This is an optimization exercise on Yosys and OpenROAD, whose aim is small area, not a production implementation.
At most, simulation tests tie the RTL to the original design; equivalence was not proved.
The RTL of run 2 was laid out without a check of its function.
No activity file was given, so power comes from the tool's default toggle rates.

`standard.sh`:
```
#!/bin/bash
# synth_recipe.tcl (not shown) runs the flow's synth.tcl, then flattens the netlist and writes it again
# the make line also repeats each setting of config.mk as NAME=value (left out here)
make -C /OpenROAD-flow-scripts/flow DESIGN_CONFIG=/design/flow/config.mk WORK_HOME=/design/flow/orfs CLKGATE_MAP_FILE= SYNTH_SCRIPT=/design/flow/synth_recipe.tcl "${@:-finish}"
```
`flow/run.sh`:
```
#!/bin/bash
# Standard layout, with the port buffers made of the smallest buffer cell
# and a clock tree of smaller buffers without dummy loads.
export BUFFER_PORTS_ARGS="-buffer_cell sky130_fd_sc_hd__buf_1"
export CTS_ARGS="-sink_clustering_enable -repair_clock_nets -dont_use_dummy_load -buf_list sky130_fd_sc_hd__clkbuf_8 -sink_clustering_size 16"
bash standard.sh > standard.log 2>&1
```
`config.mk`:
```
export PLATFORM = sky130hd
export DESIGN_NAME = Solve
export DESIGN_NICKNAME = Solve
export VERILOG_FILES = /design/flow/design.v
export SDC_FILE = /design/flow/constraint.sdc
export NUM_CORES = 4
export LEC_CHECK = 0
export CAP_MARGIN = 20
export CORE_MARGIN = 2
export CORE_UTILIZATION = 40
export SLEW_MARGIN = 20
export SYNTH_MEMORY_MAX_BITS = 65536
```
`constraint.sdc`:
```
create_clock -name core_clock -period 10.0 [get_ports {clk}]
set_input_delay 2.0000 -clock core_clock [delete_from_list [all_inputs] [get_ports {clk}]]
set_output_delay 2.0000 -clock core_clock [all_outputs]
set_load 0.01 [all_outputs]
```
`design.v`:
```
module Adder8421(
    input [16:0] a,
    input [8:0] b,
    output [16:0] c
);
function automatic [4:0] add4(input [3:0] x, input [3:0] y, input ci);
    integer i;
    reg cc;
    reg [3:0] s;
    begin
        cc=ci;
        for(i=0;i<4;i=i+1)begin
            s[i]=x[i]^y[i]^cc;
            cc=(x[i]&y[i])|(cc&(x[i]^y[i]));
        end
        add4={cc,s};
    end
endfunction
function automatic [4:0] digit(input [4:0] s);      
    reg corr;
    begin
        corr=!s[4]&s[3]&(s[2]|s[1]);
        digit={s[4]|corr,corr?{1'b0,s[2]&s[1],s[2]&!s[1],s[0]}:s[3:0]};
    end
endfunction
wire [4:0] d0=digit(add4(a[3:0],b[3:0],1'b0));
wire [4:0] d1=digit(add4(a[7:4],b[7:4],d0[4]));
wire [4:0] d2=digit(add4(a[11:8],{3'd0,b[8]},d1[4]));
wire [4:0] d3=digit(add4(a[15:12],4'd0,d2[4]));
assign c={a[16]^d3[4],d3[3:0],d2[3:0],d1[3:0],d0[3:0]};
endmodule
module JK(
    input J,K,clk,
    input reset,
    output out
);
reg e;
assign out=e;
always @(posedge clk)begin
    if(reset)e<=0;
    else if(J)e<=1;
    else if(K)e<=0;
end
endmodule
module STreg(
    input clk,
    input rst,
    input reset,
    input we,
    input [15:0] data,
    input [15:0] ldata,
    output [15:0] out,
    output [2:0] lcode
);
reg [15:0] re;
reg [2:0] lc;
reg modi;
wire hi=(ldata>=16'hff6a);
wire [7:0] lb=ldata[7:0];
wire [2:0] wc=hi?((lb==8'h6a)?3'd0:(lb<=8'h97)?3'd1:(lb<=8'hc4)?3'd2:(lb<=8'hf1)?3'd3:3'd4):
                 ((ldata<=16'd30)?3'd4:(ldata<=16'd120)?3'd5:(ldata<=16'd210)?3'd6:3'd7);
always @(posedge clk)begin
    if(we&&modi)begin
        re<=data;
        lc<=wc;
    end else if(rst)begin
        re<=0;
        lc<=3'd4;
    end
    if(reset)modi<=0;
    else modi<=!we;
end
assign out=re;
assign lcode=lc;
endmodule
module Judge(
    input clk,
    input start,
    input reset,
    input [15:0] now,
    input [15:0] fac,
    output [2:0] out,
    output signed [15:0] modi,
    output ready,
    output idle
);
reg [1:0] state;
reg [2:0] res;
reg [15:0] decn;             
reg [15:0] rmodi;
assign modi=rmodi;
reg resd;
assign out=res;
assign ready=resd;
assign idle=(state==2'd0)&&!resd;
wire [15:0] r=rmodi;
wire rb=(r>=16'd65176);
wire lt31 =(r<16'd31) |(rb&(r<16'd65207));
wire lt46 =(r<16'd46) |(rb&(r<16'd65222));
wire lt61 =(r<16'd61) |(rb&(r<16'd65237));
wire lt180=(r<16'd180)|(rb&(r<16'd65356));
wire lt300=(r<16'd300)|(rb&(r<16'd65476));
wire lt315=(r<16'd315)|(rb&(r<16'd65491));
wire lt330=(r<16'd330)|(rb&(r<16'd65506));
wire rsub=(r<16'd360&&r>=16'd180);
wire radd=(r>=16'd360&&r<=16'hff4B);
function automatic [16:0] add16(input [15:0] x, input [15:0] y, input ci);
    integer i;
    reg cc;
    reg [15:0] s;
    begin
        cc=ci;
        for(i=0;i<16;i=i+1)begin
            s[i]=x[i]^y[i]^cc;
            cc=(x[i]&y[i])|(cc&(x[i]^y[i]));
        end
        add16={cc,s};
    end
endfunction
wire [16:0] facnow=add16(~fac,now,1'b0);       
wire [16:0] radj=add16(r,rsub?16'hfe98:16'h0168,1'b0);
always @(posedge clk) decn<=facnow[15:0];
always @ (posedge clk) begin
    if(reset)begin
        state<=0;
        resd<=0;
        res<=0;
        rmodi<=0;
    end else
    case(state)
        2'd0:begin
            resd<=0;
            if(start)begin
                state<=1;
            end
        end
        2'd1:begin
            rmodi<=~decn;
            state<=2;
        end
        2'd2:begin
            state<=3;
            if(rsub||radd)begin
                rmodi<=radj[15:0];
            end
            if(lt180)begin
                if(!lt46)begin
                    if(!lt61)res<=3'b111;
                    else res<=3'b110;
                end else begin
                    if(!lt31)res<=3'b101;
                    else res<=3'b100;
                end
            end else begin
                if(lt315)begin
                    if(lt300)res<=3'b011;
                    else res<=3'b010;
                end else begin
                    if(lt330)res<=3'b001;
                    else res<=3'b000;
                end
            end
        end
        2'd3:begin
            state<=0;
            resd<=1;
        end
    endcase
end
endmodule
module Score#(
    parameter AC=16'h100
)(
    input clk,
    input rst,
    input reset,
    input cal,
    input [2:0] result,
    input signed [15:0] dev,
    output [31:0] out
);
reg [8:0] mid;
reg [16:0] score;
wire [16:0] value;
wire [5:0] m=dev[15]?dev[5:0]:(~dev[5:0])+6'd1;
wire [3:0] mlo=4'd9-{1'b0,m[2:0]};
wire [3:0] mhi8=4'd8-{1'b0,m[5:3]};
wire [3:0] mhi9=4'd9-{1'b0,m[5:3]};
reg start;
reg state;
reg [3:0] astate;
wire ok=(astate==4'd8);
Adder8421 adder(
    .a(score),
    .b(mid),
    .c(value)
);
always @(posedge clk)begin
    if(reset)astate<=4'd9;
    else if(rst)astate<=4'd9;
    else if(astate==4'd9)begin
        if(start)astate<=4'd0;
    end else if(astate==4'd8)astate<=4'd9;
    else astate<=astate+4'd1;    
end
always @(posedge clk)begin
    if(reset)begin
        state<=0;
        start<=0;
        score<=0;
    end else if(rst)score<=0;
    else begin
        if(state)begin
            start<=0;
            if(ok)begin
                state<=0;
                score<=value;
            end
        end else begin
            if(cal)begin
                state<=1;
                start<=1;
                if(result[1:0]==0)begin
                    mid<=AC;
                end else if(result[1:0]==3)begin
                    mid<=0;
                end else if(result[1])begin
                    mid<={1'b0,mhi8,mlo};
                end else begin
                    mid<={1'b0,mhi9,mlo};
                end
            end
        end
    end
end
assign out={15'd0,score};
endmodule
module memroad(a, x, y, anti, lc, d);
  input [7:0] a;
  wire [7:0] a;
  output [7:0] x;
  wire [7:0] x;
  output [7:0] y;
  wire [7:0] y;
  output anti;
  wire anti;
  output [2:0] lc;
  wire [2:0] lc;
  output d;
  wire d;
  wire _000_;
  wire _001_;
  wire _002_;
  wire _003_;
  wire _004_;
  wire _005_;
  wire _006_;
  wire _007_;
  wire _008_;
  wire _009_;
  wire _010_;
  wire _011_;
  wire _012_;
  wire _013_;
  wire _014_;
  wire _015_;
  wire _016_;
  wire _017_;
  wire _018_;
  wire _019_;
  wire _020_;
  wire _021_;
  wire _022_;
  wire _023_;
  wire _024_;
  wire _025_;
  wire _026_;
  wire _027_;
  wire _028_;
  wire _029_;
  wire _030_;
  wire _031_;
  wire _032_;
  wire _033_;
  wire _034_;
  wire _035_;
  wire _036_;
  wire _037_;
  wire _038_;
  wire _039_;
  wire _040_;
  wire _041_;
  wire _042_;
  wire _043_;
  wire _044_;
  wire _045_;
  wire _046_;
  wire _047_;
  wire _048_;
  wire _049_;
  wire _050_;
  wire _051_;
  wire _052_;
  wire _053_;
  wire _054_;
  wire _055_;
  wire _056_;
  wire _057_;
  wire _058_;
  wire _059_;
  wire _060_;
  wire _061_;
  wire _062_;
  wire _063_;
  wire _064_;
  wire _065_;
  wire _066_;
  wire _067_;
  wire _068_;
  wire _069_;
  wire _070_;
  wire _071_;
  wire _072_;
  wire _073_;
  wire _074_;
  wire _075_;
  wire _076_;
  wire _077_;
  wire _078_;
  wire _079_;
  wire _080_;
  wire _081_;
  wire _082_;
  wire _083_;
  wire _084_;
  wire _085_;
  wire _086_;
  wire _087_;
  wire _088_;
  wire _089_;
  wire _090_;
  wire _091_;
  wire _092_;
  wire _093_;
  wire _094_;
  wire _095_;
  wire _096_;
  wire _097_;
  wire _098_;
  wire _099_;
  wire _100_;
  wire _101_;
  wire _102_;
  wire _103_;
  wire _104_;
  wire _105_;
  wire _106_;
  wire _107_;
  wire _108_;
  wire _109_;
  wire _110_;
  wire _111_;
  wire _112_;
  wire _113_;
  wire _114_;
  wire _115_;
  wire _116_;
  wire _117_;
  wire _118_;
  wire _119_;
  wire _120_;
  wire _121_;
  wire _122_;
  wire _123_;
  wire _124_;
  wire _125_;
  wire _126_;
  wire _127_;
  wire _128_;
  wire _129_;
  wire _130_;
  wire _131_;
  wire _132_;
  wire _133_;
  wire _134_;
  wire _135_;
  wire _136_;
  wire _137_;
  wire _138_;
  wire _139_;
  wire _140_;
  wire _141_;
  wire _142_;
  wire _143_;
  wire _144_;
  wire _145_;
  wire _146_;
  wire _147_;
  wire _148_;
  wire _149_;
  wire _150_;
  wire _151_;
  wire _152_;
  wire _153_;
  wire _154_;
  wire _155_;
  wire _156_;
  wire _157_;
  wire _158_;
  wire _159_;
  wire _160_;
  wire _161_;
  wire _162_;
  wire _163_;
  wire _164_;
  wire _165_;
  wire _166_;
  wire _167_;
  wire _168_;
  wire _169_;
  wire _170_;
  wire _171_;
  wire _172_;
  wire _173_;
  wire _174_;
  wire _175_;
  wire _176_;
  wire _177_;
  wire _178_;
  wire _179_;
  wire _180_;
  wire _181_;
  wire _182_;
  wire _183_;
  wire _184_;
  wire _185_;
  wire _186_;
  wire _187_;
  wire _188_;
  wire _189_;
  wire _190_;
  wire _191_;
  wire _192_;
  wire _193_;
  wire _194_;
  wire _195_;
  wire _196_;
  wire _197_;
  wire _198_;
  wire _199_;
  wire _200_;
  wire _201_;
  wire _202_;
  wire _203_;
  wire _204_;
  wire _205_;
  wire _206_;
  wire _207_;
  wire _208_;
  wire _209_;
  wire _210_;
  wire _211_;
  wire _212_;
  wire _213_;
  wire _214_;
  wire _215_;
  wire _216_;
  wire _217_;
  wire _218_;
  wire _219_;
  wire _220_;
  wire _221_;
  wire _222_;
  wire _223_;
  wire _224_;
  wire _225_;
  wire _226_;
  wire _227_;
  wire _228_;
  wire _229_;
  wire _230_;
  wire _231_;
  wire _232_;
  wire _233_;
  wire _234_;
  wire _235_;
  wire _236_;
  wire _237_;
  wire _238_;
  wire _239_;
  wire _240_;
  wire _241_;
  wire _242_;
  wire _243_;
  wire _244_;
  wire _245_;
  wire _246_;
  wire _247_;
  wire _248_;
  wire _249_;
  wire _250_;
  wire _251_;
  wire _252_;
  wire _253_;
  wire _254_;
  wire _255_;
  wire _256_;
  wire _257_;
  wire _258_;
  wire _259_;
  wire _260_;
  wire _261_;
  wire _262_;
  wire _263_;
  wire _264_;
  wire _265_;
  wire _266_;
  wire _267_;
  wire _268_;
  wire _269_;
  wire _270_;
  wire _271_;
  wire _272_;
  wire _273_;
  wire _274_;
  wire _275_;
  wire _276_;
  wire _277_;
  wire _278_;
  wire _279_;
  wire _280_;
  wire _281_;
  wire _282_;
  wire _283_;
  wire _284_;
  wire _285_;
  wire _286_;
  wire _287_;
  wire _288_;
  wire _289_;
  wire _290_;
  wire _291_;
  wire _292_;
  wire _293_;
  wire _294_;
  wire _295_;
  wire _296_;
  wire _297_;
  wire _298_;
  wire _299_;
  wire _300_;
  wire _301_;
  wire _302_;
  wire _303_;
  wire _304_;
  wire _305_;
  wire _306_;
  wire _307_;
  wire _308_;
  wire _309_;
  wire _310_;
  wire _311_;
  wire _312_;
  wire _313_;
  wire _314_;
  wire _315_;
  wire _316_;
  wire _317_;
  wire _318_;
  wire _319_;
  wire _320_;
  wire _321_;
  wire _322_;
  wire _323_;
  wire _324_;
  wire _325_;
  wire _326_;
  wire _327_;
  wire _328_;
  wire _329_;
  wire _330_;
  wire _331_;
  wire _332_;
  wire _333_;
  wire _334_;
  wire _335_;
  wire _336_;
  wire _337_;
  wire _338_;
  wire _339_;
  wire _340_;
  wire _341_;
  wire _342_;
  wire _343_;
  wire _344_;
  wire _345_;
  wire _346_;
  wire _347_;
  wire _348_;
  wire _349_;
  wire _350_;
  wire _351_;
  wire _352_;
  wire _353_;
  wire _354_;
  wire _355_;
  wire _356_;
  wire _357_;
  wire _358_;
  wire _359_;
  wire _360_;
  wire _361_;
  wire _362_;
  wire _363_;
  wire _364_;
  wire _365_;
  wire _366_;
  wire _367_;
  wire _368_;
  wire _369_;
  wire _370_;
  wire _371_;
  wire _372_;
  wire _373_;
  wire _374_;
  wire _375_;
  wire _376_;
  wire _377_;
  wire _378_;
  wire _379_;
  wire _380_;
  wire _381_;
  wire _382_;
  wire _383_;
  wire _384_;
  wire _385_;
  wire _386_;
  wire _387_;
  wire _388_;
  wire _389_;
  wire _390_;
  wire _391_;
  wire _392_;
  wire _393_;
  wire _394_;
  wire _395_;
  wire _396_;
  wire _397_;
  wire _398_;
  wire [20:0] _399_;
  assign _192_ = ~a[6];
  assign _202_ = a[2] & a[1];
  assign _212_ = _202_ | a[3];
  assign _223_ = ~a[4];
  assign _232_ = ~(a[3] | a[0]);
  assign _243_ = _232_ | _223_;
  assign _253_ = _243_ | ~(_212_);
  assign _264_ = _253_ ^ a[0];
  assign _274_ = ~(a[2] | a[1]);
  assign _285_ = a[3] & ~(_274_);
  assign _296_ = ~_285_;
  assign _306_ = ~(a[4] | a[0]);
  assign _316_ = ~(a[3] | a[4]);
  assign _326_ = ~_316_;
  assign _336_ = ~((_326_ & a[0]) | (_306_ & _296_));
  assign _346_ = a[5] ? _264_ : _336_;
  assign _347_ = _192_ ? a[0] : _346_;
  assign _348_ = a[6] | a[5];
  assign _349_ = ~(_316_ & a[7]);
  assign _350_ = _349_ | _348_;
  assign _351_ = _202_ | a[0];
  assign d = ~((_351_ | _350_) & (_347_ | a[7]));
  assign _352_ = ~a[2];
  assign _353_ = ~(a[1] | a[0]);
  assign _354_ = _353_ | _352_;
  assign _355_ = _350_ | ~(_354_);
  assign _356_ = ~(a[2] | a[0]);
  assign _357_ = a[1] ? a[2] : _356_;
  assign _358_ = a[4] & ~(a[3]);
  assign _359_ = ~_358_;
  assign _360_ = ~a[3];
  assign _361_ = ~a[0];
  assign _362_ = a[2] & ~(a[1]);
  assign _363_ = a[1] & ~(a[2]);
  assign _364_ = ~(_363_ | _362_);
  assign _365_ = _361_ ? _352_ : _364_;
  assign _366_ = _360_ & ~(_365_);
  assign _367_ = a[3] & a[1];
  assign _368_ = _367_ | a[4];
  assign _369_ = _356_ | _360_;
  assign _370_ = _368_ | ~(_369_);
  assign _371_ = ~(_370_ | _366_);
  assign _372_ = a[5] & ~(_371_);
  assign _373_ = ~((_359_ | _357_) & _372_);
  assign _374_ = a[3] & a[4];
  assign _375_ = ~_374_;
  assign _376_ = ~a[1];
  assign _377_ = a[2] & a[0];
  assign _378_ = _377_ & ~(_376_);
  assign _379_ = ~_378_;
  assign _380_ = ~((_326_ | _202_) & (_379_ | _375_));
  assign _381_ = ~((_380_ | a[5]) & a[6]);
  assign _382_ = _373_ & ~(_381_);
  assign _383_ = ~a[7];
  assign _384_ = ~a[5];
  assign _385_ = _316_ & _274_;
  assign _386_ = a[3] & a[2];
  assign _387_ = ~_386_;
  assign _388_ = ~(a[3] | a[2]);
  assign _389_ = ~((_353_ & _388_) | _223_);
  assign _390_ = ~((_389_ & _387_) | _385_);
  assign _391_ = _386_ & ~(_353_);
  assign _392_ = _391_ & ~(_223_);
  assign _393_ = _392_ | a[5];
  assign _394_ = ~((_393_ | _385_) & (_390_ | _384_));
  assign _395_ = ~((_394_ | a[6]) & _383_);
  assign y[6] = ~((_395_ | _382_) & _355_);
  assign _396_ = ~_202_;
  assign _397_ = ~_356_;
  assign _398_ = a[1] & ~(a[3]);
  assign _000_ = a[3] & ~(a[1]);
  assign _001_ = ~(_000_ | _398_);
  assign _002_ = ~((_001_ | _397_) & _396_);
  assign _003_ = ~(a[5] | a[4]);
  assign _004_ = a[1] & a[0];
  assign _005_ = _004_ | _352_;
  assign _006_ = _353_ | _360_;
  assign _007_ = _005_ | ~(_006_);
  assign _008_ = a[4] & ~(a[5]);
  assign _009_ = ~((_008_ & _007_) | (_003_ & _002_));
  assign _010_ = ~(a[4] & a[0]);
  assign _011_ = a[4] & ~(_367_);
  assign _012_ = ~_011_;
  assign _013_ = a[0] & ~(a[1]);
  assign _014_ = a[2] ? a[3] : _013_;
  assign _015_ = ~((_012_ & _010_) | _014_);
  assign _016_ = ~((_360_ | a[4]) & _192_);
  assign _017_ = ~((_016_ | _015_) & _348_);
  assign _018_ = ~_388_;
  assign _019_ = _004_ | a[4];
  assign _020_ = ~((_019_ | _018_) & _253_);
  assign _021_ = _353_ | _004_;
  assign _022_ = _352_ & ~(_021_);
  assign _023_ = a[3] & ~(a[0]);
  assign _024_ = _023_ | _388_;
  assign _025_ = _386_ | _376_;
  assign _026_ = ~_025_;
  assign _027_ = _024_ ? _376_ : _026_;
  assign _028_ = ~((_027_ & _223_) | (_022_ & _358_));
  assign _029_ = a[5] ? _020_ : _028_;
  assign _030_ = ~((_029_ & a[6]) | (_017_ & _009_));
  assign y[1] = ~((_030_ | a[7]) & _355_);
  assign _031_ = _004_ | a[2];
  assign _032_ = ~_031_;
  assign _033_ = ~(_032_ | _355_);
  assign _034_ = ~_033_;
  assign _035_ = ~_232_;
  assign _036_ = _364_ & ~(_035_);
  assign _037_ = _391_ | _223_;
  assign _038_ = _037_ | _036_;
  assign _039_ = _353_ | a[2];
  assign _040_ = ~((_021_ | _359_) & (_039_ | _375_));
  assign _041_ = a[0] & ~(a[2]);
  assign _042_ = _376_ ? _361_ : _041_;
  assign _043_ = _360_ ? _202_ : _042_;
  assign _044_ = _043_ & ~(a[4]);
  assign _045_ = _044_ | _040_;
  assign _046_ = ~((_045_ & _384_) | (_038_ & _372_));
  assign _047_ = _046_ & ~(_192_);
  assign _048_ = a[0] & ~(a[3]);
  assign _049_ = _376_ & ~(_048_);
  assign _050_ = _352_ & ~(_023_);
  assign _051_ = _050_ & ~(_049_);
  assign _052_ = _223_ ? _274_ : _051_;
  assign _053_ = _052_ | _384_;
  assign _054_ = ~((_053_ & _009_) | a[6]);
  assign _055_ = ~((_054_ | _047_) & _383_);
  assign y[4] = ~(_055_ & _034_);
  assign _056_ = _031_ & ~(_360_);
  assign _057_ = _223_ & ~(_056_);
  assign _058_ = ~(_354_ & _360_);
  assign _059_ = _058_ & ~(_057_);
  assign _060_ = _353_ & ~(a[2]);
  assign _061_ = _060_ | a[3];
  assign _062_ = _379_ & ~(_061_);
  assign _063_ = ~_062_;
  assign _064_ = a[2] & ~(a[0]);
  assign _065_ = _064_ | _360_;
  assign _066_ = _364_ & ~(_065_);
  assign _067_ = a[4] & ~(_066_);
  assign _068_ = _025_ | _041_;
  assign _069_ = _223_ & ~(_000_);
  assign _070_ = ~((_069_ & _068_) | (_067_ & _063_));
  assign _071_ = a[4] ? a[3] : _036_;
  assign _072_ = _384_ ? _070_ : _071_;
  assign _073_ = _202_ & ~(_360_);
  assign _074_ = _061_ & ~(_223_);
  assign _075_ = _074_ & ~(_073_);
  assign _076_ = _000_ & ~(a[2]);
  assign _077_ = _000_ | _352_;
  assign _078_ = _077_ & ~(_076_);
  assign _079_ = ~((_078_ | a[4]) & _192_);
  assign _080_ = ~((_079_ | _075_) & (_072_ | _192_));
  assign _081_ = _348_ ? _080_ : _059_;
  assign x[3] = ~((_081_ | a[7]) & _355_);
  assign _082_ = _398_ | _274_;
  assign _083_ = a[3] | ~(a[2]);
  assign _084_ = ~(_386_ | _388_);
  assign _085_ = _084_ | a[1];
  assign _086_ = ~((_083_ | _361_) & _085_);
  assign _087_ = _223_ ? _082_ : _086_;
  assign _088_ = _357_ & ~(_360_);
  assign _089_ = _274_ | a[3];
  assign _090_ = _021_ & ~(_089_);
  assign _091_ = ~(_090_ | _088_);
  assign _092_ = ~(_023_ | _048_);
  assign _093_ = a[1] & ~(a[0]);
  assign _094_ = a[2] & ~(_093_);
  assign _095_ = ~((_094_ & _092_) | (_023_ & a[1]));
  assign _096_ = _223_ ? _091_ : _095_;
  assign _097_ = a[5] ? _087_ : _096_;
  assign _098_ = _351_ & ~(_076_);
  assign _099_ = a[5] & a[4];
  assign _100_ = ~_099_;
  assign _101_ = _351_ & ~(a[4]);
  assign _102_ = _388_ | ~(_004_);
  assign _103_ = _048_ & ~(a[1]);
  assign _104_ = a[4] & ~(_388_);
  assign _105_ = _104_ & ~(_103_);
  assign _106_ = ~(_023_ | _274_);
  assign _107_ = ~((_106_ & _105_) | (_102_ & _101_));
  assign _108_ = _366_ | ~(_057_);
  assign _109_ = _384_ ? _107_ : _108_;
  assign _110_ = ~((_100_ | _098_) & _109_);
  assign _111_ = a[6] ? _097_ : _110_;
  assign _112_ = _350_ | a[2];
  assign lc[2] = ~((_112_ | _004_) & (_111_ | a[7]));
  assign _113_ = _094_ | _103_;
  assign _114_ = _113_ | _368_;
  assign _115_ = _367_ | _352_;
  assign _116_ = ~_115_;
  assign _117_ = ~((_116_ & _035_) | (_001_ & _356_));
  assign _118_ = ~((_117_ | _100_) & (_114_ | _384_));
  assign _119_ = ~_367_;
  assign _120_ = _023_ & ~(a[2]);
  assign _121_ = ~((_120_ | a[1]) & (_397_ | _119_));
  assign _122_ = _232_ | _376_;
  assign _123_ = _122_ | _041_;
  assign _124_ = ~(a[3] | a[1]);
  assign _125_ = _356_ | ~(_124_);
  assign _126_ = ~(_125_ | _377_);
  assign _127_ = _123_ & ~(_126_);
  assign _128_ = _223_ ? _121_ : _127_;
  assign _129_ = ~((_128_ & _384_) | _118_);
  assign _130_ = ~_105_;
  assign _131_ = ~_064_;
  assign _132_ = ~_022_;
  assign _133_ = ~((_132_ & _131_) | _360_);
  assign _134_ = ~((_101_ & _119_) | a[5]);
  assign _135_ = ~((_133_ | _130_) & _134_);
  assign _136_ = _004_ & ~(_083_);
  assign _137_ = _136_ | _274_;
  assign _138_ = ~_362_;
  assign _139_ = ~((_138_ & a[0]) | _391_);
  assign _140_ = _223_ ? _137_ : _139_;
  assign _141_ = _140_ | _384_;
  assign _142_ = _141_ & _135_;
  assign _143_ = ~((_142_ | a[6]) & (_033_ | _383_));
  assign lc[1] = ~((_129_ & a[6]) | _143_);
  assign _144_ = _001_ | _361_;
  assign _145_ = a[3] ? a[2] : _353_;
  assign _146_ = _145_ | a[4];
  assign _147_ = _144_ & ~(_146_);
  assign _148_ = ~((_364_ | _353_) & _358_);
  assign _149_ = _148_ & ~(_147_);
  assign _150_ = ~((_202_ & _223_) | _274_);
  assign _151_ = _150_ | a[3];
  assign _152_ = _384_ ? _149_ : _151_;
  assign _153_ = ~(_363_ & _048_);
  assign _154_ = ~((_153_ & _067_) | (_132_ & _223_));
  assign _155_ = _354_ & ~(_060_);
  assign _156_ = ~((_155_ | _019_) & _153_);
  assign _157_ = _384_ & ~(_316_);
  assign _158_ = ~((_157_ & _156_) | (_154_ & a[5]));
  assign _159_ = a[6] ? _152_ : _158_;
  assign _160_ = _112_ | _376_;
  assign lc[0] = ~((_160_ | a[0]) & (_159_ | a[7]));
  assign _161_ = ~((_138_ & _361_) | a[4]);
  assign _162_ = ~_013_;
  assign _163_ = a[2] ? a[3] : _162_;
  assign _164_ = ~((_163_ & _011_) | (_161_ & _144_));
  assign _165_ = ~_136_;
  assign _166_ = _092_ & ~(_352_);
  assign _167_ = ~((_166_ | _376_) & (_138_ | _360_));
  assign _168_ = _223_ & ~(_120_);
  assign _169_ = _168_ & ~(_049_);
  assign _170_ = ~((_169_ & _165_) | (_167_ & a[4]));
  assign _171_ = a[5] ? _164_ : _170_;
  assign _172_ = _360_ ? _377_ : _396_;
  assign _173_ = _103_ | _041_;
  assign _174_ = _173_ | _093_;
  assign _175_ = a[4] ? _172_ : _174_;
  assign _176_ = ~_069_;
  assign _177_ = a[3] & ~(a[2]);
  assign _178_ = _049_ & ~(_177_);
  assign _179_ = ~((_122_ | _377_) & a[4]);
  assign _180_ = _039_ & ~(_023_);
  assign _181_ = ~((_180_ | _176_) & (_179_ | _178_));
  assign _182_ = _384_ & ~(_181_);
  assign _183_ = ~((_175_ & a[5]) | _182_);
  assign _184_ = a[6] ? _171_ : _183_;
  assign x[5] = ~((_184_ | a[7]) & (_112_ | a[1]));
  assign _185_ = _348_ | a[7];
  assign y[7] = _385_ & ~(_185_);
  assign _186_ = a[5] ? _253_ : _370_;
  assign _187_ = _186_ & ~(_192_);
  assign _188_ = _326_ | _378_;
  assign _189_ = ~_391_;
  assign _190_ = ~((_032_ | _359_) & (_019_ | _189_));
  assign _191_ = a[5] ? _188_ : _190_;
  assign _193_ = ~((_191_ | a[6]) & _383_);
  assign anti = ~((_193_ | _187_) & _112_);
  assign _194_ = _392_ | _373_;
  assign _195_ = ~_004_;
  assign _196_ = ~((_021_ | _386_) & (_195_ | _360_));
  assign _197_ = ~(_196_ & _104_);
  assign _198_ = ~((_316_ & _396_) | a[5]);
  assign _199_ = ~((_198_ & _197_) | _192_);
  assign _200_ = _124_ & ~(a[2]);
  assign _201_ = _223_ ? _200_ : _084_;
  assign _203_ = _223_ & ~(_202_);
  assign _204_ = _326_ & ~(_203_);
  assign _205_ = _204_ | _200_;
  assign _206_ = _205_ & ~(_393_);
  assign _207_ = ~((_201_ & a[5]) | _206_);
  assign _208_ = ~((_207_ & _192_) | (_199_ & _194_));
  assign y[5] = ~((_208_ | a[7]) & _355_);
  assign _209_ = _223_ & ~(_391_);
  assign _210_ = _089_ & ~(_243_);
  assign _211_ = _210_ | _384_;
  assign _213_ = ~((_209_ & _212_) | _211_);
  assign _214_ = _363_ & ~(a[3]);
  assign _215_ = _008_ & ~(_214_);
  assign _216_ = _215_ | _213_;
  assign _217_ = a[2] ? _223_ : _326_;
  assign _218_ = ~((_217_ | _353_) & _387_);
  assign _219_ = _218_ | _074_;
  assign _220_ = ~_204_;
  assign _221_ = ~((_220_ & _058_) | (_202_ & _374_));
  assign _222_ = _384_ ? _219_ : _221_;
  assign _224_ = a[6] ? _216_ : _222_;
  assign x[6] = _383_ & ~(_224_);
  assign _225_ = _374_ | _384_;
  assign _226_ = _209_ | _225_;
  assign _227_ = _215_ ? _380_ : _226_;
  assign _228_ = ~((_353_ & _384_) | a[4]);
  assign _229_ = _058_ ? _008_ : _228_;
  assign _230_ = ~((_229_ | a[6]) & _383_);
  assign x[7] = ~((_227_ & a[6]) | _230_);
  assign _231_ = ~_389_;
  assign _233_ = _119_ & ~(_365_);
  assign _234_ = ~((_233_ | a[4]) & (_066_ | _231_));
  assign _235_ = _357_ | _326_;
  assign _236_ = _074_ | ~(_235_);
  assign _237_ = _236_ | _056_;
  assign _238_ = _384_ ? _234_ : _237_;
  assign _239_ = a[6] & ~(_238_);
  assign _240_ = ~_088_;
  assign _241_ = _125_ & ~(_368_);
  assign _242_ = ~((_241_ & a[5]) | (_240_ & _099_));
  assign _244_ = ~((_064_ | _362_) & (_353_ | a[3]));
  assign _245_ = a[4] & ~(_363_);
  assign _246_ = _018_ & ~(_019_);
  assign _247_ = _398_ | ~(_064_);
  assign _248_ = ~((_247_ & _246_) | (_245_ & _244_));
  assign _249_ = _248_ | a[5];
  assign _250_ = ~((_249_ & _242_) | a[6]);
  assign _251_ = _250_ | a[7];
  assign x[2] = ~((_251_ | _239_) & _355_);
  assign _252_ = a[5] & ~(_389_);
  assign _254_ = ~((_188_ | _022_) & _252_);
  assign _255_ = _155_ | _124_;
  assign _256_ = ~((_255_ & _003_) | (_008_ & _366_));
  assign _257_ = ~((_256_ & _254_) | _192_);
  assign _258_ = ~((_200_ | _285_) & _223_);
  assign _259_ = ~(_258_ & a[5]);
  assign _260_ = ~(_048_ & _274_);
  assign _261_ = a[4] & ~(_056_);
  assign _262_ = ~((_261_ & _260_) | _259_);
  assign _263_ = _031_ | ~(_006_);
  assign _265_ = ~((_048_ & a[1]) | _352_);
  assign _266_ = ~((_265_ & a[4]) | (_263_ & _203_));
  assign _267_ = _266_ & ~(a[5]);
  assign _268_ = _267_ | a[6];
  assign _269_ = ~((_268_ | _262_) & _383_);
  assign y[2] = ~((_269_ | _257_) & _355_);
  assign _270_ = _021_ & ~(_115_);
  assign _271_ = ~((_270_ & _223_) | (_001_ & _306_));
  assign _272_ = ~((_023_ & _138_) | _223_);
  assign _273_ = ~((_356_ | _212_) & _272_);
  assign _275_ = _273_ & _271_;
  assign _276_ = _275_ | _348_;
  assign _277_ = _124_ | _377_;
  assign _278_ = ~((_356_ & _367_) | _277_);
  assign _279_ = _177_ ? _376_ : _093_;
  assign _280_ = ~(_279_ | _173_);
  assign _281_ = a[4] ? _278_ : _280_;
  assign _282_ = ~((_092_ | _274_) & (_018_ | a[0]));
  assign _283_ = ~_001_;
  assign _284_ = ~_092_;
  assign _286_ = ~((_284_ | a[2]) & (_283_ | _131_));
  assign _287_ = _223_ ? _282_ : _286_;
  assign _288_ = _384_ ? _281_ : _287_;
  assign _289_ = _083_ & ~(_144_);
  assign _290_ = _289_ | _166_;
  assign _291_ = _361_ & ~(_000_);
  assign _292_ = ~((_291_ & a[2]) | (_077_ & a[0]));
  assign _293_ = a[4] ? _290_ : _292_;
  assign _294_ = _293_ & ~(_384_);
  assign _295_ = a[6] ? _288_ : _294_;
  assign _297_ = _276_ & ~(_295_);
  assign x[4] = ~((_297_ | a[7]) & (_112_ | _013_));
  assign _298_ = ~((_220_ & _384_) | a[6]);
  assign _299_ = ~((_006_ & a[2]) | _223_);
  assign _300_ = _131_ & ~(_122_);
  assign _301_ = _299_ & ~(_300_);
  assign _302_ = _301_ | _259_;
  assign _303_ = ~((_363_ & _232_) | a[4]);
  assign _304_ = _303_ & ~(_066_);
  assign _305_ = ~((_013_ | _369_) & a[4]);
  assign _307_ = _212_ & ~(_305_);
  assign _308_ = ~((_307_ | _304_) & _384_);
  assign _309_ = ~_039_;
  assign _310_ = ~((_283_ & _064_) | (_177_ & _004_));
  assign _311_ = ~((_310_ | a[4]) & (_359_ | _309_));
  assign _312_ = ~((_311_ & a[5]) | _192_);
  assign _313_ = ~((_312_ & _308_) | (_302_ & _298_));
  assign x[0] = ~((_313_ | a[7]) & _160_);
  assign _314_ = _040_ & ~(a[5]);
  assign _315_ = a[3] ? _060_ : _031_;
  assign _317_ = ~((_315_ & _223_) | (_314_ & _018_));
  assign _318_ = a[4] & ~(_084_);
  assign _319_ = a[5] & ~(_060_);
  assign _320_ = ~(_319_ & _318_);
  assign _321_ = ~((_320_ & _298_) | (_317_ & _187_));
  assign y[0] = ~((_321_ | a[7]) & _034_);
  assign _322_ = _389_ | a[5];
  assign _323_ = _064_ | ~(_083_);
  assign _324_ = _376_ ? _323_ : _050_;
  assign _325_ = ~((_324_ & _223_) | _322_);
  assign _327_ = ~((_062_ & a[5]) | _192_);
  assign _328_ = ~((_319_ & _089_) | a[6]);
  assign _329_ = _383_ & ~(_328_);
  assign _330_ = ~((_327_ | a[4]) & _329_);
  assign y[3] = ~((_330_ | _325_) & _355_);
  assign _331_ = ~(_064_ & a[1]);
  assign _332_ = ~((_331_ & _057_) | _074_);
  assign _333_ = _361_ ? a[2] : _177_;
  assign _334_ = _333_ & ~(_376_);
  assign _335_ = _232_ | a[4];
  assign _337_ = ~((_284_ & _376_) | _333_);
  assign _338_ = ~((_337_ | _223_) & (_335_ | _334_));
  assign _339_ = a[5] ? _332_ : _338_;
  assign _340_ = _010_ | _388_;
  assign _341_ = ~((_340_ | _367_) & (_335_ | _133_));
  assign _342_ = ~((_115_ & _361_) | (_124_ & _377_));
  assign _343_ = ~((_342_ | _223_) & _271_);
  assign _344_ = a[5] ? _341_ : _343_;
  assign _345_ = a[6] ? _339_ : _344_;
  assign x[1] = ~((_345_ | a[7]) & (_112_ | a[1]));
  assign _399_ = { x, y, anti, lc, d };
endmodule
module Solve#(
    parameter Y=150,
    parameter X=200
)(
    input clk,
    input rst,
    input halt,
    input prepare,
    input start,
    input next,
    input switcher,
    input sw2,
    input auto,
    input keep,
    input [15:0] length,
    input [15:0] now,
    input [4:0] debug,
    output [15:0] dataput,
    output [31:0] dataput2,
    output wrong,
    output solved,
    output fakeclick,
    output [31:0] score,
    output signed [15:0] wwmodi,
    output ready,
    output wfresh,
    output [11:0] wcolorp,
    output [17:0] wBLOn,
    output nnote0,
    output [15:0] wnotex,wnotey,
    output [15:0] wperc,
    output endpass
);
localparam IDLE=10;
localparam WAITSTART=1;
localparam READNOTE=2;
localparam READINGNOTE=3;
localparam README=4;
localparam READINGSWI=5;
localparam WAIT=6;
localparam WAITJUDGE=7;
localparam CACHEDEV=8;
localparam PASS=14;
localparam WRONG=15;
localparam XY=X*Y;
localparam LAST=132;         
function automatic [16:0] add16(input [15:0] x, input [15:0] y, input ci);
    integer i;
    reg cc;
    reg [15:0] s;
    begin
        cc=ci;
        for(i=0;i<16;i=i+1)begin
            s[i]=x[i]^y[i]^cc;
            cc=(x[i]&y[i])|(cc&(x[i]^y[i]));
        end
        add16={cc,s};
    end
endfunction
function automatic lt8(input [7:0] x, input [7:0] y);
    integer i;
    reg r;
    begin
        r=1'b0;
        for(i=0;i<8;i=i+1)
            r=(~x[i]&y[i])|(r&(~x[i]|y[i]));
        lt8=r;
    end
endfunction
reg [3:0] state;
reg [7:0] cur;
reg pz;
wire rd=(state==READNOTE)||(state==README)||(state==READINGSWI)||(state==READINGNOTE);
wire [16:0] cur1w=add16({8'd0,cur},16'd0,1'b1);
wire [7:0] cur1=cur1w[7:0];
reg [1:0] sn;                
reg tillf;                   
reg [3:0] ak;                
reg [15:0] mn;               
wire signed [15:0] modi=~mn;
reg [3:0] waitr;
reg [3:0] cc;                
reg fclick;
reg fresh;
reg dealtadd;
reg invalidadd;
reg preparing;
wire jidle;
wire beginscore=(state==READNOTE)&&!fresh&&!pz;
wire judgestart=(state==WAITJUDGE)&&jidle;
wire [7:0] nx,ny;
wire anti,nd;
wire [2:0] lc;
memroad memroad(
    .a(cur),
    .x(nx),
    .y(ny),
    .anti(anti),
    .lc(lc),
    .d(nd)
);
reg [3:0] lk;                
always @(*) begin
    case(lc)
        3'd1: lk=4'd1;
        3'd2: lk=4'd2;
        3'd3: lk=4'd3;
        3'd4: lk=4'd4;
        3'd5: lk=4'd6;
        3'd6: lk=4'd8;
        default: lk=4'd0;
    endcase
end
wire [8:0] notel=lk*6'd45;
wire [8:0] alldev=ak[2:0]*6'd45;
wire pge=anti?(nd?(now>16'd179&&now<16'd65356):(now>16'd359)):
              (nd?(now<16'd181||now>16'd540):(now<16'd1||now>16'd360));
reg [15:0] pk;
always @(*) begin
    case({anti,nd,pge})
        3'b100: pk=16'd0;
        3'b101: pk=16'hfe98;
        3'b110: pk=16'd180;
        3'b111: pk=16'hff4c;
        3'b000: pk=16'd361;
        3'b001: pk=16'd1;
        3'b010: pk=16'd541;
        default: pk=16'd181;
    endcase
end
wire [15:0] perc=(anti?now:~now)+pk;
assign wperc=perc;
wire addsign;
wire [15:0] outnow;
wire [2:0] lcode;
JK regjk(
    .clk(clk),
    .reset(rst),
    .J(next),
    .K(dealtadd||(state==IDLE)),
    .out(addsign)
);
STreg regtime(
    .clk(clk),
    .reset(rst),
    .rst(prepare),
    .we(next),
    .data(now),
    .ldata(length),
    .out(outnow),
    .lcode(lcode)
);
wire [2:0] jures;
wire AC=~(jures[1]&jures[0]);
wire judgeready;
wire signed [15:0] wmodi;
assign wwmodi=modi;
Judge judger(
    .clk(clk),
    .reset(rst),
    .start(judgestart),
    .ready(judgeready),
    .idle(jidle),
    .now(outnow),
    .fac({7'd0,alldev}),
    .modi(wmodi),
    .out(jures)
);
Score #(.AC(16'h100)) scorer(
    .clk(clk),
    .rst(preparing),
    .reset(rst),
    .cal(beginscore),
    .dev(wmodi),
    .result(jures),
    .out(score)
);
wire [16:0] tn_d=add16(mn,~{7'd0,notel},1'b1);
reg [15:0] tn;
always @(posedge clk) tn<=tn_d[15:0];
wire [15:0] taskri=~tn;
wire [16:0] dl=add16(length,tn,1'b1);                
wire nb=dl[16];
wire [15:0] d=dl[15:0];
wire len_eq=(d==16'd0);                               
wire ge80=(d>=16'd80);
wire len_ge=(taskri>=16'hffb0)?(nb|ge80):(nb&ge80);   
wire len_le=(taskri>16'd90&&taskri<=16'd65445)?(!nb&&d<=16'd65446):(length==16'd0);  
wire early=(lcode<=lc);      
wire seq=pz?(sn==2'd0||sn==2'd3):((sn==2'd1&&cur==8'd48)||(sn==2'd2&&cur==8'd94));
wire s2=(sn==2'd2);
wire [3:0] snote4={s2,s2,s2,sn[0]^sn[1]};
assign ready=(state==WAITSTART);
assign wrong=(state==WRONG);
assign wnotex={8'd0,nx};
assign wnotey={8'd0,ny};
assign solved=dealtadd&&(!invalidadd);
assign fakeclick=fclick;
assign wBLOn=(sn==2'd2)?XY:(sn==2'd3)?2*XY:18'd0;
assign wfresh=fresh;
wire [2:0] cj=cc[2:0];
wire rf=cc[3]&cj[2]&(cj[1]|cj[0]);
wire r2=cc[3]&((cj==3'd4)|(cj==3'd3));
wire gf=cc[3]&!cj[1];
wire g8=cc[3]&cj[1]&!cj[0];
wire g2=cc[3]&(cj==3'd3);
wire bf=cc[3]&!cj[2]&(cj[1]|cj[0]);
wire b2=cc[3]&(cj==3'd0);
wire [11:0] colorp={rf,rf,rf|r2,rf,gf|g8,gf,gf|g2,gf,bf,bf,bf|b2,bf};
assign wcolorp=colorp;
assign nnote0=!pz&&(rd?!cur[0]:cur[0]);
assign endpass=(state==PASS);
always @(posedge clk) begin
    if(rst)begin
        state<=IDLE;
        fclick<=0;
        fresh<=0;
        pz<=1;
        cur<=8'd255;
        sn<=0;
        mn<=16'hffff;
        waitr<=0;
        preparing<=0;
        cc<=0;
        dealtadd<=0;
        invalidadd<=0;
    end else
    case(state)
        IDLE:begin
            if(prepare)begin
                fresh<=0;
                pz<=1;
                mn<=16'hffff;
                waitr<=15;
                preparing<=1;
                sn<=0;
                ak<=0;
                state<=READNOTE;
            end
        end
        WAITSTART:begin
            preparing<=0;
            if(start)begin
                fresh<=1;
                state<=WAIT;
            end
        end
        READNOTE:begin
            fresh<=0;
            dealtadd<=0;
            state<=README;
        end
        READINGSWI:begin
            fresh<=1;
            sn<=sn+2'd1;
            state<=README;
        end
        READINGNOTE:begin
            cur<=pz?8'd0:cur1;
            pz<=0;
            tillf<=1;
            if(!pz&&cur==LAST-1)state<=PASS;
            else state<=CACHEDEV;
        end
        README:begin
            fresh<=0;
            state<=seq?READINGSWI:READINGNOTE;
        end
        CACHEDEV: begin
            fresh<=0;
            dealtadd<=0;
            invalidadd<=0;
            fclick<=0;
            if(tillf)begin
                tillf<=0;
                ak<=ak+lk;
            end else if(ak[3])begin
                ak[3]<=1'b0;
            end else if(preparing)begin
                state<=WAITSTART;
            end else if(waitr!=4'd15)begin
                waitr<=waitr+4'd1;
            end else state<=WAIT;
        end
        WAIT: begin
            fresh<=0;
            if(debug[4]&&lt8(cur,{debug[3:0],3'd0}))begin
                state<=READNOTE;
                fresh<=1;
            end else if(halt)begin
                state<=IDLE;
            end else if(addsign)begin
                dealtadd<=1;
                if((early&&keep)||len_le)begin
                    state<=CACHEDEV;
                    invalidadd<=1;
                end else begin
                    state<=WAITJUDGE;
                end
            end else if(len_ge)begin
                if(keep)begin
                    state<=CACHEDEV;
                    waitr<=4'd1;
                    fclick<=1;
                end
                else begin
                    mn<=16'h004f;
                    cc<=4'd11;
                    state<=WRONG;
                end
            end else if(auto)begin
                if(len_eq)begin
                    state<=CACHEDEV;
                    waitr<=4'd1;
                    fclick<=1;
                end
            end
        end
        WAITJUDGE:begin
            if(judgeready)begin
                cc<={1'b1,jures};
                mn<=~wmodi;
                if((!AC)&&(!keep))begin
                    state<=WRONG;
                end else begin
                    state<=READNOTE;
                end
            end
        end
        WRONG:begin
            if(halt)begin
                state<=IDLE;
            end
        end
        PASS:begin
            if(halt)begin
                state<=IDLE;
            end
        end
        default:;
    endcase
end
wire [16:0] nmodi17=add16(mn,16'd0,1'b1);
wire [15:0] nmodi=nmodi17[15:0];
assign dataput=switcher?(sw2?perc[15:0]:now[15:0]):{snote4,waitr[3:0],state[3:0],4'd0};
wire [31:0] putdata1={colorp,1'd0,jures,score[31:16]};
wire [31:0] putdata2={modi[15:0],wmodi[15:0]};
wire [31:0] dataput22=switcher?putdata1:putdata2;
wire [31:0] putdata3=switcher?{modi,nmodi}:{nmodi,modi};
assign dataput2=sw2?putdata3:dataput22;
endmodule
```
==> impl_metrics.xml, run 1 <==
<?xml version="1.0" encoding="UTF-8"?>
<metrics>
  <group name="timing">
    <metric name="fin_crit" unit="ns">9.69</metric>
    <metric name="finalClockSkew" unit="ns">0.0342</metric>
    <metric name="max_slew.worst_pin.slew" unit="ns">0.889</metric>
    <metric name="peak_freq" unit="GHz">0.103</metric>
    <metric name="min_period_over_period" unit="">0.969</metric>
    <metric name="total_setup_violations_reported_at_the_end_of_the_flow" unit="">0</metric>
    <metric name="maxSlewHeadroom" unit="">0.405</metric>
    <metric name="timing.final.max_slew_violations" unit="">0</metric>
    <metric name="timing_hold_violations_final" unit="">0</metric>
  </group>
  <group name="worst_setup_path">
    <metric name="worst-r2r-cell-count" unit="">27</metric>
    <metric name="reg2reg_setup_slack" unit="ns">1.65</metric>
    <metric name="critical_path_peak_fanout" unit="">6</metric>
    <metric name="crit-reg2reg-launch" unit="">tn[0]$_DFF_P_</metric>
    <metric name="rr_endpoint" unit="">state[1]$_SDFFE_PP1P_</metric>
    <metric name="data_required_critical_path" unit="ns">10.29</metric>
    <metric name="critical_path.top_delay_family" unit="">adder cells</metric>
    <metric name="cp_dominant_cell_by_count" unit="">fa_1</metric>
    <metric name="cp_data_arrival_time" unit="ns">9.97</metric>
    <metric name="crit_buf_inv" unit="">5</metric>
    <metric name="crit_path_start_kind" unit="">input port</metric>
    <metric name="category_of_the_most_critical_setup_path" unit="">input port to register</metric>
    <metric name="timing.critical_path.slowest_cell_delay" unit="ns">0.48</metric>
    <metric name="slowest_stage" unit="">fa_1</metric>
    <metric name="end_kind" unit="">register</metric>
  </group>
  <group name="global_routing">
    <metric name="grt_antenna_before_repair" unit="">2</metric>
    <metric name="maximum_number_of_pins_on_one_net_before_global_route_repair" unit="">69</metric>
    <metric name="grt_usage" unit="">0.259</metric>
    <metric name="grt_overflow" unit="">0</metric>
    <metric name="number_of_global_route_vias_before_repair" unit="">13700</metric>
    <metric name="wire_length_of_the_first_global_routing_pass" unit="um">78200</metric>
  </group>
  <group name="floorplan">
    <metric name="placementRows" unit="">70</metric>
    <metric name="die_w" unit="um">196</metric>
    <metric name="floorplan.initialDensity" unit="">0.405</metric>
    <metric name="coreArea" unit="sq um">36400</metric>
    <metric name="chipHeight" unit="um">196</metric>
    <metric name="ios" unit="">228</metric>
    <metric name="die_area" unit="sq um">38400</metric>
  </group>
  <group name="finish">
    <metric name="final_net_count" unit="">2218</metric>
    <metric name="layout.area.seq" unit="sq um">3450</metric>
    <metric name="instances_no_fill" unit="">2456</metric>
    <metric name="drive_gt1_frac" unit="">0.0403</metric>
    <metric name="filler_cell_count" unit="">3806</metric>
    <metric name="area_growth_syn_to_layout" unit="%">7.68</metric>
    <metric name="design_area" unit="sq um">15900</metric>
    <metric name="multi_input_area" unit="sq um">10000</metric>
  </group>
  <group name="yosys">
    <metric name="yosys-top-cells-count" unit="">nor2_1, inv_1, nand2_1</metric>
    <metric name="synth_area_leaders" unit="">dfxtp_1, ha_1, fa_1</metric>
    <metric name="postSynth.asyncResetShare" unit="">0</metric>
    <metric name="syn_avg_cell_area" unit="sq um">7.83</metric>
    <metric name="yosys_warnings" unit="">6</metric>
    <metric name="yosys.area.top_type" unit="">dfxtp_1</metric>
    <metric name="syn-cell-area" unit="sq um">14800</metric>
    <metric name="synth-main-ff-cell" unit="">dfxtp_1</metric>
    <metric name="most_repeated_cell_in_the_gate_level_netlist_after_synthesis" unit="">nor2_1</metric>
    <metric name="synth.yosys.seq_area_share" unit="">0.234</metric>
    <metric name="synth_seq_cells" unit="">156</metric>
    <metric name="ys_types" unit="">81</metric>
    <metric name="synthesized_instance_count" unit="">1885</metric>
    <metric name="post-synth-top-area-fraction" unit="">0.167</metric>
    <metric name="synth-edff-count" unit="">33</metric>
  </group>
  <group name="outcome">
    <metric name="run_status" unit="">no timing/DRC/antenna violations</metric>
  </group>
  <group name="worst_hold_path">
    <metric name="timing.hold.worst.start" unit="">scorer.score[11]$_SDFFE_PP0P_</metric>
    <metric name="hold_class" unit="">register to register</metric>
    <metric name="worst_hold_path.endpoint" unit="">scorer.score[11]$_SDFFE_PP0P_</metric>
    <metric name="min_delay_path_depth" unit="">2</metric>
  </group>
  <group name="cts">
    <metric name="clk_sink_count" unit="">156</metric>
    <metric name="clock_insertion_delay_worst_skew" unit="ns">0.46</metric>
    <metric name="holdBufCountCts" unit="">0</metric>
    <metric name="ctsRootBufferMaster" unit="">clkbuf_8</metric>
    <metric name="cts_tree" unit="">done</metric>
    <metric name="cts.htree.levels" unit="">4</metric>
    <metric name="tritoncts.num_buffers" unit="">17</metric>
    <metric name="clock_tree.buffer_depth" unit="">2</metric>
    <metric name="clkSlewWorstSetupHoldPaths" unit="ns">0.09</metric>
  </group>
  <group name="placed_design">
    <metric name="io_buffer_count" unit="">189</metric>
    <metric name="post-place-cells" unit="">2435</metric>
    <metric name="detailedPlacementHpwl" unit="um">38100</metric>
    <metric name="finalWeightedCongestion" unit="">0.987</metric>
    <metric name="placedInstanceArea" unit="sq um">15500</metric>
  </group>
  <group name="power">
    <metric name="share_seq_of_total_power" unit="">0.324</metric>
    <metric name="pwr_density_cell" unit="nW/um^2">172</metric>
    <metric name="power.combinational.fraction" unit="">0.543</metric>
    <metric name="p_sw_frac" unit="">0.472</metric>
    <metric name="cell_internal_pwr" unit="W">0.00145</metric>
    <metric name="max-vdd-ir-drop" unit="uV">117</metric>
    <metric name="leakage" unit="nW">6.68</metric>
    <metric name="clock_power_share" unit="">0.133</metric>
    <metric name="power_switching" unit="W">0.00129</metric>
  </group>
  <group name="drt">
    <metric name="drt_iter0_markers" unit="">1500</metric>
    <metric name="drt_pass1_iterations" unit="">7</metric>
    <metric name="vias_per_cell" unit="">5.86</metric>
    <metric name="ant_nets" unit="">0</metric>
    <metric name="drc_errors" unit="">0</metric>
    <metric name="via_count" unit="">14400</metric>
    <metric name="post_drt_wl_per_cell" unit="um">20.3</metric>
    <metric name="route.final.wire_length" unit="um">49900</metric>
  </group>
  <group name="job">
    <metric name="max_cap_violations" unit="">0</metric>
  </group>
</metrics>
metrics by stage:
step	utilization	hold slack (ns)	total power [W]	TNS (ns)	setup WS [ns]
after global placement	0.427	0.465	0.00231	-0.0746	-0.0381
final	0.436	0.482	0.00274	0	0.315
after floorplan	-	0.424	0.00188	0	0.335
after CTS	0.433	0.486	0.00269	0	0.362
after detailed placement	0.427	0.473	0.00232	-1.16	-0.123
after global routing	0.436	0.510	0.00295	-0.0331	-0.0250
placed cells by master (no fill, tap or decap), drive strengths merged, types with 12 or more instances in the layout:
cell,synthesis,layout
o22ai,19,19
fa,54,54
nor2b,29,29
and3,27,27
buf,88,214
a21o,13,13
o211ai,13,13
nor3,73,73
nand3,39,39
a211oi,34,34
ha,128,128
a21oi,138,138
a31oi,36,36
nand2,149,149
mux2i,36,36
edfxtp,33,33
inv,155,155
nand2b,39,39
o21ai,112,112
nor2,165,165
conb,2,39
dfxtp,123,123
o31ai,12,12
xnor2,45,45
nor4,14,14
nand4,22,22
clkbuf,83,22
or2,12,12
power groups by stage:
stage | Sequential (W) | Clock (W) | Combinational, W
5_1_grt | 0.000901 | 0.000396 | 0.00165
3_5_place_dp | 0.000896 | 0 | 0.00142
4_1_cts | 0.000882 | 0.000370 | 0.00144
2_1_floorplan | 0.000803 | 0 | 0.00108
3_3_place_gp | 0.000895 | 0 | 0.00141
6_report | 0.000887 | 0.000365 | 0.00149
registers in the layout, summed over array words and instances (netlist names), 2 cells and up:
| name | count |
|---|---|
| sn | 2 |
| cur | 8 |
| tn | 16 |
| regtime.lc | 3 |
| judger.state | 2 |
| waitr | 4 |
| scorer.score | 17 |
| ak | 4 |
| scorer.mid | 9 |
| state | 4 |
| judger.decn | 16 |
| mn | 16 |
| regtime.re | 16 |
| scorer.astate | 4 |
| judger.res | 3 |
| judger.rmodi | 16 |
| cc | 4 |
routing by layer:
metal  GRT usage  vias up  part of all wire
met4      0.0808        2             0.024
met3      0.0500       86             0.083
met2       0.400      652              0.45
met5           0        -           0.00014
met1       0.364     6833              0.45
li1            -     6811                 -
timing repair:
item,in CTS,in global routing
setup buffers,0,1
setup endpoints to repair,0,20
gates resized for setup,0,8
worst min-delay path, cell delays in order (launching register included):
cell	delay (ns)
dfxtp_1	0.33
nand2_1	0.06
a21oi_1	0.05
kinds of logic after synthesis:
logic type,Yosys count,share of synthesized area
compound gates,503,0.220
fa+ha+maj,186,0.185
flops,156,0.234
mux,40,0.0285
other cells,2,0.000509
buf+inv,333,0.101
xor+xnor,56,0.0332
simple gates,609,0.198
area by class of cell:
type | count | share of cell area
well taps | 468 | 0.0369
multi-input cells | 1433 | 0.630
inverters | 162 | 0.0383
flip-flops and latches | 156 | 0.217
clock buffers | 17 | 0.0147
diodes | 1 | 0.000158
repair buffers | 219 | 0.0623
worst max path at each step:
stage | from | to | slack (ns) | cells after the start
finish | length[0] | state[1]$_SDFFE_PP1P_ | 0.31 | 28
CTS | length[0] | waitr[3]$_SDFFE_PP0P_ | 0.36 | 28
detailed placement | length[0] | waitr[3]$_SDFFE_PP0P_ | -0.12 | 28
global placement | length[0] | waitr[3]$_SDFFE_PP0P_ | -0.04 | 28
floorplan | length[0] | mn[2]$_SDFFE_PP1P_ | 0.34 | 28
global route | length[0] | mn[2]$_SDFFE_PP1P_ | -0.02 | 30
==> inputs of run 2 (changes only) <==
--- a/design.v
+++ b/design.v
@@ -84,3 +84,4 @@
     output ready,
-    output idle
+    output idle,
+    output [15:0] rm
 );
@@ -88,6 +89,8 @@
 reg [2:0] res;
-reg [15:0] decn;             
+reg [15:0] dec;
 reg [15:0] rmodi;
-assign modi=rmodi;
 reg resd;
+wire wd=(state[1])||resd;        
+assign modi=wd?dec:rmodi;
+assign rm=rmodi;
 assign out=res;
@@ -95,3 +98,3 @@
 assign idle=(state==2'd0)&&!resd;
-wire [15:0] r=rmodi;
+wire [15:0] r=dec;
 wire rb=(r>=16'd65176);
@@ -119,6 +122,6 @@
 endfunction
-wire [16:0] facnow=add16(~fac,now,1'b0);       
+wire [16:0] facnow=add16(fac,~now,1'b1);
 wire [16:0] radj=add16(r,rsub?16'hfe98:16'h0168,1'b0);
-always @(posedge clk) decn<=facnow[15:0];
 always @ (posedge clk) begin
+    if(resd)rmodi<=dec;
     if(reset)begin
@@ -134,2 +137,3 @@
                 state<=1;
+                dec<=facnow[15:0];
             end
@@ -137,3 +141,2 @@
         2'd1:begin
-            rmodi<=~decn;
             state<=2;
@@ -143,3 +146,3 @@
             if(rsub||radd)begin
-                rmodi<=radj[15:0];
+                dec<=radj[15:0];
             end
@@ -1150,4 +1153,5 @@
 reg [3:0] ak;                
-reg [15:0] mn;               
-wire signed [15:0] modi=~mn;
+reg [1:0] mk;                
+wire [15:0] rm;
+wire signed [15:0] modi=(mk==2'd0)?rm:(mk==2'd1)?16'd0:16'hffb0;
 reg [3:0] waitr;
@@ -1235,2 +1239,3 @@
     .idle(jidle),
+    .rm(rm),
     .now(outnow),
@@ -1249,5 +1254,5 @@
 );
-wire [16:0] tn_d=add16(mn,~{7'd0,notel},1'b1);
+wire [16:0] tn_d=add16(modi,{7'd0,notel},1'b0);
 reg [15:0] tn;
-always @(posedge clk) tn<=tn_d[15:0];
+always @(posedge clk) tn<=~tn_d[15:0];
 wire [15:0] taskri=~tn;
@@ -1292,3 +1297,3 @@
         sn<=0;
-        mn<=16'hffff;
+        mk<=2'd1;
         waitr<=0;
@@ -1304,3 +1309,3 @@
                 pz<=1;
-                mn<=16'hffff;
+                mk<=2'd1;
                 waitr<=15;
@@ -1378,3 +1383,3 @@
                 else begin
-                    mn<=16'h004f;
+                    mk<=2'd2;
                     cc<=4'd11;
@@ -1393,3 +1398,3 @@
                 cc<={1'b1,jures};
-                mn<=~wmodi;
+                mk<=2'd0;
                 if((!AC)&&(!keep))begin
@@ -1414,3 +1419,3 @@
 end
-wire [16:0] nmodi17=add16(mn,16'd0,1'b1);
+wire [16:0] nmodi17=add16(~modi,16'd0,1'b1);
 wire [15:0] nmodi=nmodi17[15:0];
--- a/flow/run.sh
+++ b/flow/run.sh
@@ -4,2 +4,3 @@
 export BUFFER_PORTS_ARGS="-buffer_cell sky130_fd_sc_hd__buf_1"
+export GPL_KEEP_OVERFLOW=0
 export CTS_ARGS="-sink_clustering_enable -repair_clock_nets -dont_use_dummy_load -buf_list sky130_fd_sc_hd__clkbuf_8 -sink_clustering_size 16"
--- a/config.mk
+++ b/config.mk
@@ -7,5 +7,6 @@
 export LEC_CHECK = 0
+export ABC_AREA = 1
 export CAP_MARGIN = 20
 export CORE_MARGIN = 2
-export CORE_UTILIZATION = 40
+export CORE_UTILIZATION = 60
 export SLEW_MARGIN = 20
==> run 2 against run 1 <==
- non-clock buffer count shrank 30
- clock skew increased by 0.0076 ns
- utilization grew 21 points
- total power shrank 21%
- area after synthesis rose by 0.99%
- register-to-register slack got worse by 0.41 ns
- critical path depth up 1
==> impl_metrics.xml, run 2 <==
<?xml version="1.0" encoding="UTF-8"?>
<metrics>
  <group name="outcome">
    <metric name="run_status" unit="">no timing/DRC/antenna violations</metric>
  </group>
  <group name="yosys">
    <metric name="synth_top_family_by_area" unit="">simple AND/OR/NAND/NOR gates</metric>
    <metric name="synth_seq_cells" unit="">142</metric>
    <metric name="syn_avg_cell_area" unit="sq um">6.93</metric>
    <metric name="postSynth.asyncResetShare" unit="">0</metric>
    <metric name="syn-cell-area" unit="sq um">14900</metric>
    <metric name="area_share_of_xor_xnor_cells_in_the_synthesized_design" unit="">0.0258</metric>
    <metric name="most_repeated_cell_in_the_gate_level_netlist_after_synthesis" unit="">nand2_1</metric>
    <metric name="synth_compound_gate_area_share" unit="">0.188</metric>
    <metric name="post-synth-top-area-fraction" unit="">0.125</metric>
    <metric name="synth-edff-count" unit="">49</metric>
    <metric name="yosys-top-cells-count" unit="">nand2_1, inv_1, nor2_1</metric>
    <metric name="post_synth_fa_ha_maj_area_fraction" unit="">0.178</metric>
    <metric name="synth.yosys.seq_area_share" unit="">0.224</metric>
    <metric name="synth_area_leaders" unit="">dfxtp_1, ha_1, edfxtp_1</metric>
  </group>
  <group name="finish">
    <metric name="antenna_cells" unit="">0</metric>
    <metric name="final_net_count" unit="">2506</metric>
    <metric name="area_growth_syn_to_layout" unit="%">5.31</metric>
    <metric name="filler_cell_count" unit="">2257</metric>
    <metric name="layout_commonest_cell" unit="">nand2_1</metric>
    <metric name="drive_gt1_frac" unit="">0.0435</metric>
    <metric name="max_reg_flops" unit="">17</metric>
  </group>
  <group name="floorplan">
    <metric name="die_area" unit="sq um">26100</metric>
    <metric name="floorplan.initialDensity" unit="">0.613</metric>
    <metric name="placementRows" unit="">57</metric>
    <metric name="coreArea" unit="sq um">24300</metric>
  </group>
  <group name="worst_setup_path">
    <metric name="slowest_stage" unit="">fa_1</metric>
    <metric name="category_of_the_most_critical_setup_path" unit="">input port to register</metric>
    <metric name="crit_path_start_kind" unit="">input port</metric>
    <metric name="cp_dominant_cell_by_count" unit="">fa_1</metric>
    <metric name="crit-reg2reg-launch" unit="">cur[1]$_SDFFE_PP1P_</metric>
    <metric name="data_required_critical_path" unit="ns">10.32</metric>
    <metric name="end_kind" unit="">register</metric>
    <metric name="worstSetupEndpoint" unit="">waitr[2]$_SDFFE_PP0P_</metric>
    <metric name="cp_data_arrival_time" unit="ns">9.56</metric>
    <metric name="reg2reg_setup_slack" unit="ns">1.24</metric>
    <metric name="worst-r2r-cell-count" unit="">29</metric>
    <metric name="critical_path_peak_fanout" unit="">6</metric>
    <metric name="timing.critical_path.slowest_cell_delay" unit="ns">0.52</metric>
  </group>
  <group name="power">
    <metric name="leakage" unit="nW">7.49</metric>
    <metric name="max-vdd-ir-drop" unit="uV">155</metric>
    <metric name="pwr_density_cell" unit="nW/um^2">138</metric>
  </group>
  <group name="timing">
    <metric name="min_period_over_period" unit="">0.924</metric>
    <metric name="total_setup_violations_reported_at_the_end_of_the_flow" unit="">0</metric>
    <metric name="timing_hold_violations_final" unit="">0</metric>
    <metric name="maxSlewHeadroom" unit="">0.354</metric>
    <metric name="fin_crit" unit="ns">9.24</metric>
    <metric name="totalNegativeSetupSlack" unit="ns">0</metric>
    <metric name="peak_freq" unit="GHz">0.108</metric>
  </group>
  <group name="cts">
    <metric name="ctsRootBufferMaster" unit="">clkbuf_8</metric>
    <metric name="post_cts.resized_instances" unit="">0</metric>
    <metric name="cts_tree" unit="">done</metric>
    <metric name="clk_sink_count" unit="">142</metric>
    <metric name="tritoncts.num_buffers" unit="">17</metric>
    <metric name="clkSlewWorstSetupHoldPaths" unit="ns">0.09</metric>
    <metric name="cts.htree.levels" unit="">4</metric>
    <metric name="clock_insertion_delay_worst_skew" unit="ns">0.46</metric>
  </group>
  <group name="worst_hold_path">
    <metric name="hold_class" unit="">register to register</metric>
  </group>
  <group name="placed_design">
    <metric name="finalWeightedCongestion" unit="">1.05</metric>
    <metric name="post-place-cells" unit="">2584</metric>
    <metric name="io_buffer_count" unit="">189</metric>
  </group>
  <group name="global_routing">
    <metric name="maximum_number_of_pins_on_one_net_before_global_route_repair" unit="">43</metric>
    <metric name="number_of_global_route_vias_before_repair" unit="">15000</metric>
    <metric name="grt_usage" unit="">0.385</metric>
  </group>
  <group name="drt">
    <metric name="drc_errors" unit="">0</metric>
    <metric name="vias_per_cell" unit="">6.14</metric>
    <metric name="post_drt_wl_per_cell" unit="um">19.5</metric>
    <metric name="drt_pass1_iterations" unit="">6</metric>
    <metric name="ant_nets" unit="">0</metric>
    <metric name="drt_iter0_markers" unit="">2206</metric>
  </group>
  <group name="job">
    <metric name="max_cap_violations" unit="">0</metric>
  </group>
</metrics>
[run 2: cell types whose count changed after synthesis, moves of 34 or more]
cell | previous run | this run
inv_1 | 155 | 335
clkbuf_1 | 83 | 34
xnor2_1 | 45 | 11
o21ai_0 | 111 | 156
nand2_1 | 149 | 378
nand2b_1 | 39 | 0
nand3_1 | 39 | 103
nor2_1 | 165 | 231
nor3_1 | 73 | 29
mux2i_1 | 35 | 0
[run 2: metrics by stage]
step | power [W] | worst slack [ns] | hold WS, ns | cell area (sq um)
2_1_floorplan | 0.00149 | 1.06 | 0.437 | 15000
3_3_place_gp | 0.00176 | 0.711 | 0.463 | 15400
3_5_place_dp | 0.00180 | 0.388 | 0.477 | 15400
4_1_cts | 0.00214 | 0.859 | 0.487 | 15700
5_1_grt | 0.00231 | 0.459 | 0.522 | 15700
6_report | 0.00217 | 0.762 | 0.487 | 15700
[run 2: how the worst min path moves through the flow]
stage | start | to | slack [ns] | cells past startpoint
floorplan | invalidadd$_SDFFE_PP0P_ | invalidadd$_SDFFE_PP0P_ | 0.44 | 2
global placement | invalidadd$_SDFFE_PP0P_ | invalidadd$_SDFFE_PP0P_ | 0.46 | 2
detailed placement | dealtadd$_SDFFE_PP0P_ | dealtadd$_SDFFE_PP0P_ | 0.48 | 2
CTS | dealtadd$_SDFFE_PP0P_ | dealtadd$_SDFFE_PP0P_ | 0.49 | 2
global route | scorer.score[13]$_SDFFE_PP0P_ | scorer.score[13]$_SDFFE_PP0P_ | 0.52 | 2
finish | scorer.score[13]$_SDFFE_PP0P_ | scorer.score[13]$_SDFFE_PP0P_ | 0.49 | 2
[run 2: logic make-up after synthesis]
logic type,Yosys count
adders and majority gates,180
other,1
buffers and inverters,476
DFF,142
xor gates and xnor gates,43
AOI/OAI and AO/OA,468
and+or+nand+nor,840
[run 2: routing by layer]
metal  track usage  vias to the layer above  part of all wire
li1              -                     7303                 -
met1         0.500                     7304              0.39
met2         0.611                     1168              0.44
met3        0.0940                      208              0.12
met4         0.165                        0             0.045
met5             0                        -                 0
[run 2: layout make-up]
class	instances	area [sq um]	share of cell area
multi-input combinational	1570	9650	0.615
sequential	142	3340	0.213
inverter	359	1350	0.0861
timing repair buffer	189	711	0.0453
tap	324	405	0.0258
clock buffer	17	234	0.0149
[run 2: report_power, final]
group / switching, W / internal [W] / total (W) / leakage (nW)
clock: 0.000195 / 0.000150 / 0.000345 / 0.122
sequential: 0.0000828 / 0.000671 / 0.000754 / 1.23
combinational: 0.000698 / 0.000369 / 0.00107 / 6.13
total: 0.000976 / 0.00119 / 0.00217 / 7.49
[run 2: critical path, delay by kind of cell]
kind | cells | cell delay (ns)
adder cells (fa/ha/maj) | 16 | 5.96
AND/OR/NAND/NOR | 8 | 1.03
buffers and inverters | 4 | 0.36
AO/OA/AOI/OAI | 1 | 0.21

==> static timing again, ports no longer ideal <==
In the flow no input, the clock included, has a driving cell. The finished layouts below were timed again as built, in two steps.
Step 1: set_driving_cell puts a clkbuf_16 on clk and a buf_2 on each other input, an assumption about the parent block.
Step 2, shift: input delay + t, output delay - t, t = (earliest + latest rising clock arrival at the registers) / 2. This alone moves slack from input paths to output paths.
a / b / c = ideal / step 1 / step 2; a / b = the first two.
run	t (ns)	setup slack, ns	clock arrival spread, ns	worst slew at a driven data input, ns
run 1	0.496	0.315 / 0.339 / -0.157	0.034 / 0.034	0.07
run 2	0.493	0.762 / 0.790 / 0.296	0.042 / 0.043	0.04
With both steps, setup timing fails in run 1, where it was met with ideal ports. For run 1, which loses most, drivers alone change the setup slack by +0.024 ns; drivers and shift together by -0.472 ns.
